Background: an optimization exercise with open tools, aiming at small area. Do not read the settings as production practice. Function was checked by simulation only, so behaviour that the tests miss may differ from the original. Power is estimated from default activity; no workload was simulated.

==> flow/design.v <==
module cpu (
    input           clk,
    input           rst,
    output          imem_en,
    output          imem_wen,
    output  [31:0]  imem_addr,
    output  [31:0]  imem_wdata,
    input   [31:0]  imem_rdata,
    output          dmem_en,
    output          dmem_wen,
    output  [31:0]  dmem_addr,
    output  [31:0]  dmem_wdata,
    input   [31:0]  dmem_rdata
);
    reg  [2:0]  ph;          
    reg         r2;          
    reg         boot;        
    reg  [31:2] pc;
    reg  [31:0] T;           
    reg  [31:0] D;           
    reg         c;           
    reg         ic;          
    reg         nz;          
    reg  [4:0]  s;           
    reg         sgn;         
    reg  [3:0]  pv1, pv2;    
    wire [31:0] inst = { imem_rdata[7:0], imem_rdata[15:8], imem_rdata[23:16], imem_rdata[31:24] };
    wire [2:0]  f3   = inst[14:12];
    wire o6 = inst[6], o5 = inst[5], o4 = inst[4], o3 = inst[3], o2 = inst[2];
    wire i_br    =  o6 & ~o2;
    wire i_jalr  =  o6 &  o2 & ~o3;
    wire i_jal   =  o6 &  o3;
    wire i_ld    = ~o6 & ~o5 & ~o4;
    wire i_st    = ~o6 &  o5 & ~o4;
    wire i_opi   = ~o6 & ~o5 &  o4 & ~o2;
    wire i_auipc = ~o6 & ~o5 &  o4 &  o2;
    wire i_op    = ~o6 &  o5 &  o4 & ~o2;
    wire i_lui   = ~o6 &  o5 &  o4 &  o2;
    wire i_alu   = i_op | i_opi;
    wire i_sh    = i_alu & (f3[1:0] == 2'b01);
    wire i_slt   = i_alu & (f3[2:1] == 2'b01);
    wire [4:0] rs1 = inst[19:15];
    wire [4:0] rs2 = inst[24:20];
    wire [4:0] rd  = inst[11:7];
    wire fU  = i_lui | i_auipc;
    wire fSB = i_st | i_br;
    wire sx  = inst[31];
    wire [3:0] n0 = { fSB ? inst[10:8] : fU ? 3'b0 : inst[23:21],
                      i_st ? inst[7] : (fU | i_br | i_jal) ? 1'b0 : inst[20] };
    wire [3:0] n1 = { fU ? 3'b0 : inst[27:25],
                      fSB ? inst[11] : fU ? 1'b0 : inst[24] };
    wire [3:0] n2 = { i_br ? inst[7] : i_jal ? inst[20] : fU ? 1'b0 : sx,
                      fU ? 3'b0 : inst[30:28] };
    wire       uj = fU | i_jal;
    reg  [3:0] imm_n;
    always @* begin
        case (ph)
            3'd0: imm_n = n0;
            3'd1: imm_n = n1;
            3'd2: imm_n = n2;
            3'd3: imm_n = uj ? inst[15:12] : {4{sx}};
            3'd4: imm_n = uj ? inst[19:16] : {4{sx}};
            3'd5: imm_n = fU ? inst[23:20] : {4{sx}};
            3'd6: imm_n = fU ? inst[27:24] : {4{sx}};
            default: imm_n = fU ? inst[31:28] : {4{sx}};
        endcase
    end
    wire [31:0] pcw  = { pc, 2'b00 };
    wire [3:0]  pc_n = pcw[4*ph +: 4];
    wire [3:0] tail [0:31];
    wire [3:0] wd;
    wire       rf_we;
    assign tail[0] = 4'b0;
    genvar g;
    generate
        for (g = 1; g < 32; g = g + 1) begin : R
            reg [31:0] q;
            always @(posedge clk)
                q <= { (rf_we && rd == g) ? wd : q[3:0], q[31:4] };
            assign tail[g] = q[3:0];
        end
    endgenerate
    reg [3:0] ra, rb;
    integer i;
    always @* begin
        ra = 4'b0;
        rb = 4'b0;
        for (i = 1; i < 32; i = i + 1) begin
            ra = ra | (tail[i] & {4{rs1 == i}});
            rb = rb | (tail[i] & {4{rs2 == i}});
        end
    end
    wire first = ph == 3'd0;
    wire last  = ph == 3'd7;
    wire       use_pc = i_auipc | i_jal | (i_br & r2);
    wire [3:0] a      = i_lui ? 4'b0 : use_pc ? pc_n : ra;
    wire [3:0] b      = (i_op | (i_br & ~r2)) ? rb : imm_n;
    wire       sub    = (i_op & inst[30] & (f3 == 3'b000)) | i_slt | (i_br & ~r2);
    wire       cin    = first ? sub : c;
    wire       sgnd   = (i_slt | (i_br & ~r2)) & (f3[2] ? ~f3[1] : ~f3[0]) & last;
    wire [3:0] ac     = { a[3] ^ sgnd, a[2:0] };
    wire [3:0] bc     = { b[3] ^ sgnd, b[2:0] } ^ {4{sub}};
    wire [4:0] sum    = {1'b0, ac} + {1'b0, bc} + {4'b0, cin};
    wire [3:0] res    = ~i_alu          ? sum[3:0] :
                        f3 == 3'b100    ? a ^ b :
                        f3 == 3'b110    ? a | b :
                        f3 == 3'b111    ? a & b : sum[3:0];
    wire lt  = ~sum[4];
    wire eq  = ~nz & (a == b);
    wire taken = (f3[2] ? lt : eq) ^ f3[0];
    wire [4:0] inc = {1'b0, pc_n} + {2'b0, first, 2'b0} + {4'b0, ~first & ic};
    wire       left    = ~f3[2];
    wire       fill    = inst[30] & sgn;
    wire       big     = |s[4:3];
    wire       sh_last = ~big | (s == 5'd8);
    wire [11:0] win    = left ? { D[3:0], first ? 4'b0 : pv1, (ph[2:1] == 2'b00) ? 4'b0 : pv2 }
                              : { (ph[2:1] == 2'b11) ? {4{fill}} : D[11:8], last ? {4{fill}} : D[7:4], D[3:0] };
    wire [3:0] o       = left ? (big ? 4'd0 : 4'd8 - {1'b0, s[2:0]})
                              : (big ? 4'd8 : {1'b0, s[2:0]});
    reg  [3:0] sh_n;
    always @* begin
        case (o)
            4'd0: sh_n = win[3:0];
            4'd1: sh_n = win[4:1];
            4'd2: sh_n = win[5:2];
            4'd3: sh_n = win[6:3];
            4'd4: sh_n = win[7:4];
            4'd5: sh_n = win[8:5];
            4'd6: sh_n = win[9:6];
            4'd7: sh_n = win[10:7];
            default: sh_n = win[11:8];
        endcase
    end
    wire [31:0] ldv = { dmem_rdata[7:0], dmem_rdata[15:8], dmem_rdata[23:16], dmem_rdata[31:24] };
    assign wd = ~r2             ? ((i_jal | i_jalr) ? inc[3:0] : res) :
                i_ld            ? (first ? ldv[3:0] : D[3:0]) :
                i_slt           ? {3'b0, first & ~c} :
                                  sh_n;
    assign rf_we = ~boot & (r2 ? (i_ld | (i_sh & sh_last) | i_slt)
                               : ((i_alu & ~i_sh & ~i_slt) | i_lui | i_auipc | i_jal | i_jalr));
    wire t_main = r2 ? i_br : (i_jal | i_jalr | i_ld | i_st);
    wire [3:0] t_in = boot ? {3'b0, ph == 3'd3} : t_main ? sum[3:0] : inc[3:0];
    wire [31:0] tn = { t_in, T[31:4] };
    wire done = boot | (r2 ? ~(i_sh & ~sh_last) : ~(i_ld | i_st | i_sh | i_slt | (i_br & taken)));
    always @(posedge clk) begin
        T  <= tn;
        c  <= sum[4];
        ic <= inc[4];
        nz <= (~first & nz) | (a != b);
        if (~r2 & first) s[3:0] <= b;
        if (~r2 & (ph == 3'd1)) s[4] <= b[0];
        if (~r2 & last) sgn <= ra[3];
        if (r2 & last & ~sh_last) s[4:3] <= s[4:3] - 2'd1;
        pv1 <= D[3:0];
        pv2 <= pv1;
        if (r2 & i_ld & first)
            D <= { ldv[3:0], ldv[31:4] };
        else
            D <= { r2 ? sh_n : i_st ? rb : ra, D[31:4] };
        if (rst) begin
            ph <= 3'd0;
            r2 <= 1'b0;
            boot <= 1'b1;
        end else begin
            ph <= ph + 3'd1;
            if (last) begin
                boot <= 1'b0;
                r2 <= ~done;
                if (done) pc <= tn[31:2];
            end
        end
    end
    assign imem_en    = 1'b1;
    assign imem_wen   = 1'b0;
    assign imem_addr  = pcw;
    assign imem_wdata = 32'h0;
    wire mem = ~boot & r2 & first & (i_ld | i_st);
    assign dmem_en    = mem;
    assign dmem_wen   = mem & i_st;
    assign dmem_addr  = { T[31:2], 2'b00 };
    assign dmem_wdata = { D[7:0], D[15:8], D[23:16], D[31:24] };
endmodule
==> flow/flow/run.sh <==
#!/bin/bash
# The standard layout (standard.sh) with these changes:
#  - after the standard synthesis, its combinational logic is mapped again
#    by ABC (flow/resyn.ys.in) with four area-oriented scripts, and the
#    smallest result is kept; flip-flops keep their cells and names;
#  - ports are buffered with buf_1 instead of the default buffer cell;
#  - clock tree: clkbuf_8 only, sink clusters of up to 18 flops within 80 um,
#    no dummy loads.
set -euo pipefail
cd "$(dirname "$0")/.."
W=$(pwd)
R=$W/orfs/results/sky130hd/cpu/base
LIB=$FLOW_HOME/platforms/sky130hd/lib/sky130_fd_sc_hd__tt_025C_1v80.lib
YOSYS=$FLOW_HOME/../tools/install/yosys/bin/yosys
[ -x "$YOSYS" ] || YOSYS=yosys
export BUFFER_PORTS_ARGS="-buffer_cell sky130_fd_sc_hd__buf_1"
export CTS_ARGS="-sink_clustering_enable -repair_clock_nets -sink_clustering_size 18 -sink_clustering_max_diameter 80 -buf_list sky130_fd_sc_hd__clkbuf_8 -dont_use_dummy_load"

bash standard.sh synth > flow_synth.log 2>&1
cp $R/1_2_yosys.v $W/std_synth.v

SCRIPTS=(
  "+strash; &get -n; &dch -f; &nf -R 1000; &put"
  "+strash; &get -n; &deepsyn -T 60 -S 1; &put; strash; &get -n; &deepsyn -T 60 -S 2; &dch -f; &nf -R 1000; &put"
  "+strash; &get -n; &deepsyn -T 60 -S 7; &put; strash; &get -n; &deepsyn -T 60 -S 3; &dch -f; &nf -R 1000; &put"
  "+strash; &get -n; &deepsyn -T 60 -S 5; &put; strash; &get -n; &deepsyn -T 60 -S 11; &dch -f; &nf -R 1000; &put"
)
flops() { grep -E '^ *sky130_fd_sc_hd__[a-z]*df[a-z]*_[0-9] ' "$1" | sort; }
flops std_synth.v > std_flops.txt
for i in "${!SCRIPTS[@]}"; do
  sed -e "s#@LIB@#$LIB#g" -e "s#@IN@#$W/std_synth.v#g" -e "s#@OUT@#$W/resyn_$i.v#g" \
      -e "s#@SCRIPT@#${SCRIPTS[$i]//&/\\&}#g" flow/resyn.ys.in > resyn_$i.ys
  ( $YOSYS -l resyn_$i.log -s resyn_$i.ys > /dev/null 2>&1 || true ) &
done
wait
best=""; best_area=""
for i in "${!SCRIPTS[@]}"; do
  [ -s resyn_$i.v ] || continue
  flops resyn_$i.v | cmp -s - std_flops.txt || continue
  a=$(grep 'Chip area for top module' resyn_$i.log | awk '{print $NF}')
  [ -n "$a" ] || continue
  echo "candidate $i area $a" >> resyn_choice.log
  if [ -z "$best" ] || awk "BEGIN{exit !($a < $best_area)}"; then best=$i; best_area=$a; fi
done
echo "chosen ${best:-none} $best_area" >> resyn_choice.log
if [ -n "$best" ]; then
  sleep 1
  cp resyn_$best.v $R/1_2_yosys.v
fi
bash standard.sh finish > flow_standard.log 2>&1
==> flow/flow/resyn.ys.in <==
# Re-map the combinational logic of the standard synthesis netlist with a
# stronger ABC script (@SCRIPT@, filled in by run.sh). Flip-flops (and their instance names) are kept as
# they are: their cell modules are kept as hierarchy while the rest is
# flattened into logic and mapped again.
read_liberty -ignore_miss_func @LIB@
read_verilog @IN@
hierarchy -top cpu
setattr -mod -set keep_hierarchy 1 sky130_fd_sc_hd__dfxtp_1 sky130_fd_sc_hd__edfxtp_1 sky130_fd_sc_hd__dfrtp_1 sky130_fd_sc_hd__dfstp_1 sky130_fd_sc_hd__dfxtp_2 sky130_fd_sc_hd__dfxtp_4
flatten
opt_clean
abc -liberty @LIB@ -dont_use sky130_fd_sc_hd__lpflow_bleeder_1 -dont_use sky130_fd_sc_hd__lpflow_clkbufkapwr_1 -dont_use sky130_fd_sc_hd__lpflow_clkbufkapwr_16 -dont_use sky130_fd_sc_hd__lpflow_clkbufkapwr_2 -dont_use sky130_fd_sc_hd__lpflow_clkbufkapwr_4 -dont_use sky130_fd_sc_hd__lpflow_clkbufkapwr_8 -dont_use sky130_fd_sc_hd__lpflow_clkinvkapwr_1 -dont_use sky130_fd_sc_hd__lpflow_clkinvkapwr_16 -dont_use sky130_fd_sc_hd__lpflow_clkinvkapwr_2 -dont_use sky130_fd_sc_hd__lpflow_clkinvkapwr_4 -dont_use sky130_fd_sc_hd__lpflow_clkinvkapwr_8 -dont_use sky130_fd_sc_hd__lpflow_decapkapwr_12 -dont_use sky130_fd_sc_hd__lpflow_decapkapwr_3 -dont_use sky130_fd_sc_hd__lpflow_decapkapwr_4 -dont_use sky130_fd_sc_hd__lpflow_decapkapwr_6 -dont_use sky130_fd_sc_hd__lpflow_decapkapwr_8 -dont_use sky130_fd_sc_hd__lpflow_inputiso0n_1 -dont_use sky130_fd_sc_hd__lpflow_inputiso0p_1 -dont_use sky130_fd_sc_hd__lpflow_inputiso1n_1 -dont_use sky130_fd_sc_hd__lpflow_inputiso1p_1 -dont_use sky130_fd_sc_hd__lpflow_inputisolatch_1 -dont_use sky130_fd_sc_hd__lpflow_isobufsrc_1 -dont_use sky130_fd_sc_hd__lpflow_isobufsrc_16 -dont_use sky130_fd_sc_hd__lpflow_isobufsrc_2 -dont_use sky130_fd_sc_hd__lpflow_isobufsrc_4 -dont_use sky130_fd_sc_hd__lpflow_isobufsrc_8 -dont_use sky130_fd_sc_hd__lpflow_isobufsrckapwr_16 -dont_use sky130_fd_sc_hd__lpflow_lsbuf_lh_hl_isowell_tap_1 -dont_use sky130_fd_sc_hd__lpflow_lsbuf_lh_hl_isowell_tap_2 -dont_use sky130_fd_sc_hd__lpflow_lsbuf_lh_hl_isowell_tap_4 -dont_use sky130_fd_sc_hd__lpflow_lsbuf_lh_isowell_4 -dont_use sky130_fd_sc_hd__lpflow_lsbuf_lh_isowell_tap_1 -dont_use sky130_fd_sc_hd__lpflow_lsbuf_lh_isowell_tap_2 -dont_use sky130_fd_sc_hd__lpflow_lsbuf_lh_isowell_tap_4 -dont_use sky130_fd_sc_hd__probe_p_8 -dont_use sky130_fd_sc_hd__probec_p_8  -script "@SCRIPT@"
opt_clean -purge
hilomap -singleton -hicell sky130_fd_sc_hd__conb_1 HI -locell sky130_fd_sc_hd__conb_1 LO
insbuf -buf sky130_fd_sc_hd__buf_1 A X
splitnets
opt_clean -purge
stat -liberty @LIB@
select cpu
write_verilog -noattr -noexpr -nohex -nodec -selected @OUT@
==> flow/standard.sh <==
#!/bin/bash
# synth_recipe.tcl (not shown) runs the flow's synth.tcl, then flattens the netlist and writes it again
# the make line also repeats each setting of config.mk as NAME=value (left out here)
make -C /OpenROAD-flow-scripts/flow DESIGN_CONFIG=/design/flow/config.mk WORK_HOME=/design/flow/orfs CLKGATE_MAP_FILE= SYNTH_SCRIPT=/design/flow/synth_recipe.tcl "${@:-finish}"
==> flow/config.mk <==
export PLATFORM = sky130hd
export DESIGN_NAME = cpu
export DESIGN_NICKNAME = cpu
export VERILOG_FILES = /design/flow/design.v
export SDC_FILE = /design/flow/constraint.sdc
export NUM_CORES = 4
export LEC_CHECK = 0
export ABC_AREA = 1
export CAP_MARGIN = 20
export CORE_MARGIN = 2
export CORE_UTILIZATION = 65
export SLEW_MARGIN = 20
==> flow/constraint.sdc <==
create_clock -name core_clock -period 13.0 [get_ports {clk}]
set_input_delay 2.6000 -clock core_clock [delete_from_list [all_inputs] [get_ports {clk}]]
set_output_delay 2.6000 -clock core_clock [all_outputs]
set_load 0.01 [all_outputs]
==> flow_metrics.py, run 1 <==
metrics = {
    "route": {
        "wl_per_cell_um": 22.17,
        "dr.pass1.iters": 9,
        "ant_nets": 0,
        "vias": 16000,
        "first_iter_violations": 1641,
        "wl_um": 64060,
        "viasPerCell": 5.538,
        "drc": 0,
    },
    "floorplanning": {
        "rows": 76,
        "die_x_um": 212.4,
        "die_h_um": 212.4,
        "pin_count": 198,
        "core_um2": 42980,
        "initial_core_util_pct": 65.66,
        "die_area_um2": 45100,
    },
    "grt": {
        "grt_pass1_vias": 15570,
        "overflow": 0,
        "grt_max_degree": 37,
        "antenna_found_initial": 0,
        "grt_use_total_pct": 28.42,
        "grt_pass1_wl_um": 93280,
    },
    "critical_path": {
        "cp.required_ps": 13300,
        "cp_max_fo": 30,
        "critPathTopFamily": "compound AO/OA/AOI/OAI gates",
        "timing.rr.start": "ph[1]",
        "r2r_setup_slack_ps": 6430,
        "cp_slowest_cell": "a21oi_1",
        "path_class": "in2reg",
        "crit_top_cell": "maj3_1",
        "cp_num_buf_inv": 2,
        "crit_path_max_incr_delay_ps": 590,
        "r2r_end": "pc[3]",
        "r2r_cells": 19,
        "end_kind": "flip-flop",
        "critPathLaunch": "imem_rdata[13]",
        "start_kind": "input port",
        "cp_cell_sequence": "buf_1 -> nor2b_1 -> and2_0 -> a22oi_1 -> a21oi_1 -> nor4_1 -> o21ai_0 -> a21oi_1 -> xnor2_1 -> maj3_1 -> maj3_1 -> maj3_1 -> mux2_1 -> mux2i_1 -> xor2_1 -> a221oi_1 -> o21ai_0 -> nor2_2 -> buf_4",
        "arrival_ps": 8880,
    },
    "power_and_ir_drop": {
        "pwr-share-seq_pct": 67.0,
        "sw_frac_of_total_pct": 22.39,
        "switchingPower_w": 0.001154,
        "p_leak_nw": 11.72,
        "power_density_nw_per_um2": 169.0,
        "p_int_w": 0.003999,
        "vdd_drop_max_mv": 0.1475,
        "power_frac_comb_pct": 5.5,
        "clkPwrFrac_pct": 27.5,
    },
    "clocking": {
        "postCtsHoldBufs": 0,
        "clock_latency_ps": 650,
        "cts-resized-gates": 0,
        "clock-sinks": 1106,
        "cts_tree": "built",
        "cts_buffer_depth": 3,
        "ctsRootBufferMaster": "clkbuf_8",
        "cts_buffers": 71,
        "postCtsSetupRepairBufs": 0,
        "clk_pin_slew_ps": 100,
        "htreeDepth": 3,
    },
    "sta": {
        "relSlewSlack_pct": 27.98,
        "finClkSkew_ps": 46.53,
        "hold_viol": 0,
        "worst_slew_pin_slew_ps": 1070,
        "clock.fmax_mhz": 116.6,
        "finalSetupViolCount": 0,
        "slew_violations": 0,
        "rsz0062_at_grt": "no",
        "min_period_ps": 8579,
        "holdWs_ps": 306.5,
        "period_share_pct": 65.99,
        "fin_setup_tns_ps": 0,
    },
    "finish": {
        "synthToLayoutAreaGrowth_pct": 8.025,
        "drive_above_1_share_pct": 4.210,
        "finalNetCount": 2372,
        "utilization_pct": 70.92,
        "num_antenna_cells": 0,
    },
    "placed_design": {
        "post-dp-hpwl_um": 44660,
        "io_buffers": 157,
        "place_congestion": 0.9381,
    },
    "flow_run": {
        "cap_viol_max_count": 0,
    },
    "worst_hold_path": {
        "holdPathStages": 0,
        "hold_class": "reg2reg",
        "min_to": "R[1].q[13]",
        "min-delay-start": "R[1].q[17]",
    },
    "yosys": {
        "yosysWarnings": 1,
        "avgSynthCellArea_um2": 13.31,
        "netlist_instances": 2120,
        "netlist_area_um2": 28220,
    },
    "status": {
        "outcome": "complete, no violations",
    },
}
## worst max path at each step
stage                  end  slack [ps]  depth (start not counted)
floorplan           pc[10]        4880                         18
global placement    pc[10]        3910                         18
detailed placement  pc[13]        3940                         18
CTS                  pc[7]        4590                         18
global route         pc[7]        4140                         19
finish               pc[3]        4420                         19
## per-stage QoR
stage                     power, W  instances  worst slack (ps)  cell area (µm²)
after global placement    0.003795       2817              3915            29480
after CTS                 0.005167       2888              4591            30460
after floorplan           0.003663       2156              4879            28350
after detailed placement  0.003800       2817              3942            29480
after global routing      0.005311       2889              4139            30480
final                     0.005153       2889              4421            30480
## state kept, by name (all words and copies together), names as in the netlist, 3 cells and up
signal  cells
R.q       992
D          32
T          30
pc         30
s           5
pv1         4
pv2         4
ph          3
## cells in the final DEF (no fill, tap or decap), types with 35 or more instances in the layout
cell	count
a22oi_1	43
clkbuf_8	71
a21oi_1	55
mux2_1	62
nor2_1	153
edfxtp_1	36
dfxtp_1	1070
o21ai_0	102
a222oi_1	35
nand2_1	168
conb_1	38
buf_1	157
## layout make-up
cell class,count,area (µm²)
Tap cell,585,732.0
Timing Repair Buffer,177,759.5
Sequential cell,1106,22500
Clock buffer,71,977.2
Fill cell,2871,12500
Inverter,15,56.30
Multi-Input combinational cell,935,5458
## power by group through the flow
| stage | Clock [W] | Combinational [W] | Sequential (W) |
|---|---|---|---|
| after floorplan | 0 | 0.000143 | 0.00352 |
| after detailed placement | 0 | 0.000271 | 0.00353 |
| after CTS | 0.00145 | 0.000271 | 0.00345 |
| after global placement | 0 | 0.000267 | 0.00353 |
| after global routing | 0.00155 | 0.000302 | 0.00345 |
| final | 0.00142 | 0.000284 | 0.00345 |
## layer usage
layer  track usage (%)  vias to the layer above  part of all wire, %
met5                 0                        -                    0
met4             13.00                        0                  4.3
met3             5.096                      171                  6.9
met2             45.01                      737                   45
met1             38.50                     7638                   44
li1                  -                     7452                    -
==> run 2, diff against run 1 <==
--- a/flow/flow/run.sh
+++ b/flow/flow/run.sh
@@ -4,6 +4,8 @@
 #    by ABC (flow/resyn.ys.in) with four area-oriented scripts, and the
 #    smallest result is kept; flip-flops keep their cells and names;
 #  - ports are buffered with buf_1 instead of the default buffer cell;
+#  - constant outputs share the synthesis's single tie cell (no tie fanout
+#    repair);
 #  - clock tree: clkbuf_8 only, sink clusters of up to 18 flops within 80 um,
 #    no dummy loads.
 set -euo pipefail
@@ -14,6 +16,7 @@
 YOSYS=$FLOW_HOME/../tools/install/yosys/bin/yosys
 [ -x "$YOSYS" ] || YOSYS=yosys
 export BUFFER_PORTS_ARGS="-buffer_cell sky130_fd_sc_hd__buf_1"
+export SKIP_REPAIR_TIE_FANOUT=1
 export CTS_ARGS="-sink_clustering_enable -repair_clock_nets -sink_clustering_size 18 -sink_clustering_max_diameter 80 -buf_list sky130_fd_sc_hd__clkbuf_8 -dont_use_dummy_load"
 
 bash standard.sh synth > flow_synth.log 2>&1
==> run 2 against run 1 <==
- hold slack better by 5.5 ps
- via count up 0.95%
- synthesized cell count unchanged
- sequential power about the same
- clock skew down 11 ps
- register-to-register slack worse by 50 ps
- count of clock-buffer cells in the layout unchanged
- clock power about the same
- die area unchanged
- power up 0.13%
- sequential cell count unchanged
- critical path type unchanged
- critical endpoint is now pc[18]
==> flow_metrics.py, run 2 <==
metrics = {
    "sta": {
        "finalSetupViolCount": 0,
        "hold_viol": 0,
        "clock.fmax_mhz": 112.5,
        "slew_violations": 0,
        "fin_setup_tns_ps": 0,
        "finClkSkew_ps": 35.85,
        "worst_slew_pin_slew_ps": 1143,
        "holdWs_ps": 312.0,
        "relSlewSlack_pct": 23.65,
        "period_share_pct": 68.36,
        "min_period_ps": 8887,
        "rsz0062_at_grt": "no",
    },
    "yosys": {
        "netlist_instances": 2120,
        "avgSynthCellArea_um2": 13.31,
        "yosysWarnings": 1,
        "netlist_area_um2": 28220,
    },
    "power_and_ir_drop": {
        "vdd_drop_max_mv": 0.1389,
        "p_leak_nw": 11.60,
        "switchingPower_w": 0.001161,
        "pwr-share-seq_pct": 66.9,
        "power_density_nw_per_um2": 170.0,
        "p_int_w": 0.003999,
        "clkPwrFrac_pct": 27.6,
        "power_frac_comb_pct": 5.5,
        "sw_frac_of_total_pct": 22.50,
    },
    "grt": {
        "antenna_found_initial": 0,
        "grt_pass1_vias": 15850,
        "overflow": 0,
        "grt_use_met1_pct": 38.81,
        "grt_use_total_pct": 29.68,
        "use_met3_pct": 5.421,
        "grt_pass1_wl_um": 97110,
        "grt_max_degree": 38,
        "busiest_layer": "met2",
        "met2_usage_pct": 48.24,
    },
    "route": {
        "first_iter_violations": 1767,
        "dr.pass1.iters": 8,
        "viasPerCell": 5.661,
        "ant_nets": 0,
        "wl_um": 66530,
        "drc": 0,
        "vias": 16150,
        "wl_per_cell_um": 23.32,
    },
    "clocking": {
        "ctsRootBufferMaster": "clkbuf_8",
        "cts_buffer_depth": 3,
        "clk_pin_slew_ps": 100,
        "clock-sinks": 1106,
        "cts_buffers": 71,
        "postCtsSetupRepairBufs": 0,
        "clock_latency_ps": 650,
        "htreeDepth": 3,
        "postCtsHoldBufs": 0,
        "cts-resized-gates": 0,
        "cts_tree": "built",
    },
    "critical_path": {
        "start_kind": "input port",
        "crit_path_max_incr_delay_ps": 610,
        "r2r_setup_slack_ps": 6380,
        "path_class": "in2reg",
        "cp_max_fo": 30,
        "cp_num_buf_inv": 2,
        "critPathTopFamily": "compound AO/OA/AOI/OAI gates",
        "cp_cell_sequence": "buf_1 -> nor2b_1 -> and2_0 -> a22oi_1 -> a21oi_1 -> nor4_1 -> o21ai_0 -> a21oi_1 -> xnor2_1 -> maj3_1 -> maj3_1 -> maj3_1 -> mux2_1 -> mux2i_1 -> xor2_1 -> a221oi_1 -> o21ai_0 -> nor2_2 -> buf_4",
        "crit_top_cell": "maj3_1",
        "end_kind": "flip-flop",
        "arrival_ps": 9180,
        "cp.required_ps": 13290,
        "cp_slowest_cell": "buf_1",
    },
    "floorplanning": {
        "die_h_um": 212.4,
        "pin_count": 198,
        "core_um2": 42980,
        "die_x_um": 212.4,
        "initial_core_util_pct": 65.66,
        "rows": 76,
        "die_area_um2": 45100,
    },
    "placed_design": {
        "place_congestion": 0.9656,
        "post-dp-hpwl_um": 45920,
        "io_buffers": 157,
    },
    "finish": {
        "finalNetCount": 2335,
        "n_fill_cell": 2815,
        "largest_reg_flops": 992,
        "regMostFlops": "R.q",
        "layout_commonest_cell": "dfxtp_1",
        "drive_above_1_share_pct": 4.279,
        "top_regs": "R.q: 992 flops, D: 32 flops",
        "final_cell_mix": "dfxtp_1 (1070), nand2_1 (168), buf_1 (157)",
        "synthToLayoutAreaGrowth_pct": 7.555,
    },
    "worst_hold_path": {
        "hold_class": "reg2reg",
    },
    "flow_run": {
        "cap_viol_max_count": 0,
    },
    "status": {
        "outcome": "complete, no violations",
    },
}
[run 2: power groups by stage]
stage | registers, W | logic [W] | clock network, W
3_3_place_gp | 0.00353 | 0.000264 | 0
6_report | 0.00345 | 0.000284 | 0.00142
5_1_grt | 0.00346 | 0.000299 | 0.00156
2_1_floorplan | 0.00352 | 0.000143 | 0
4_1_cts | 0.00345 | 0.000268 | 0.00145
3_5_place_dp | 0.00353 | 0.000266 | 0
[run 2: worst reg2reg max path: stages (launching register included)]
cell and delay, ps:
dfxtp_1 730, and2_0 510, nand2_1 410, a221oi_1 720
a221oi_1 120, nand3_1 120, a31oi_1 50, nor2_1 180
a21oi_1 170, xnor2_1 230, maj3_1 430, maj3_1 410
maj3_1 410, mux2_1 340, mux2i_1 190, xor2_1 110
a221oi_1 460, o21ai_0 200, nor2_2 120, buf_4 370
[run 2: worst paths after layout]
kind                                    to  depth (start not counted)           start
worst max register to register      pc[18]                         19           ph[0]
worst min register to register  R[14].q[6]                          0     R[14].q[10]
worst min-delay path            R[14].q[6]                          0     R[14].q[10]
worst max-delay path                pc[18]                         19  imem_rdata[13]
[run 2: metal layers]
metal | wire, µm | up-vias
met4 | 3177 | 0
met3 | 4734 | 171
met2 | 30520 | 734
met5 | 0 | -
li1 | - | 7420
met1 | 28100 | 7825
[run 2: per-stage QoR]
stage / utilization (%) / power (W) / instances / setup slack (ps) / instance area (µm²)
2_1_floorplan: - / 0.003663 / 2120 / 4879 / 28220
3_3_place_gp: 68.25 / 0.003792 / 2779 / 3680 / 29330
3_5_place_dp: 68.25 / 0.003796 / 2779 / 3699 / 29330
4_1_cts: 70.52 / 0.005174 / 2850 / 4377 / 30310
5_1_grt: 70.61 / 0.005317 / 2852 / 3988 / 30350
6_report: 70.62 / 0.005160 / 2853 / 4113 / 30350
[run 2: final cells by class]
cell class / instances / area (µm²) / share of cell area [%]
clock buffer: 71 / 977.2 / 3.220
tap: 585 / 732.0 / 2.412
timing repair buffer: 176 / 752.0 / 2.478
sequential: 1106 / 22500 / 74.14
multi-input combinational: 899 / 5330 / 17.56
inverter: 15 / 56.30 / 0.1855
antenna: 1 / 2.502 / 0.008245

[what the ideal ports hide]
No port has a modelled driver above. Below, the same layouts with a new extraction and two added sets of constraints.
Step 1 sets driving cells, clkbuf_16 on the clock port and buf_2 on the other inputs (assumed; they add their load-dependent delay and slew).
Step 2 adds t to the input delays and takes it off the output delays; t is the mean of the earliest and latest rising clock arrival at the registers after step 1. Input paths then give back, and output paths get back, about the clock's delay inside the block.
Slacks: no drivers / after step 1 / after step 2; pairs: no drivers / after step 1.
| run | t (ns) | slack for setup (ns) | hold slack, ns | latest minus earliest clock arrival (ns) | worst register clock-pin slew, ns |
|---|---|---|---|---|---|
| run 1 | 0.684 | 4.421 / 4.447 / 3.763 | 0.307 / 0.307 / 0.307 | 0.046 / 0.046 | 0.11 / 0.11 |
| run 2 | 0.688 | 4.113 / 4.126 / 3.438 | 0.312 / 0.312 / 0.312 | 0.036 / 0.036 | 0.11 / 0.11 |
After both steps setup and hold are still met in every run listed. The setup slack of run 2, which loses most, moves by +0.013 ns with the drivers and by -0.675 ns with both steps.
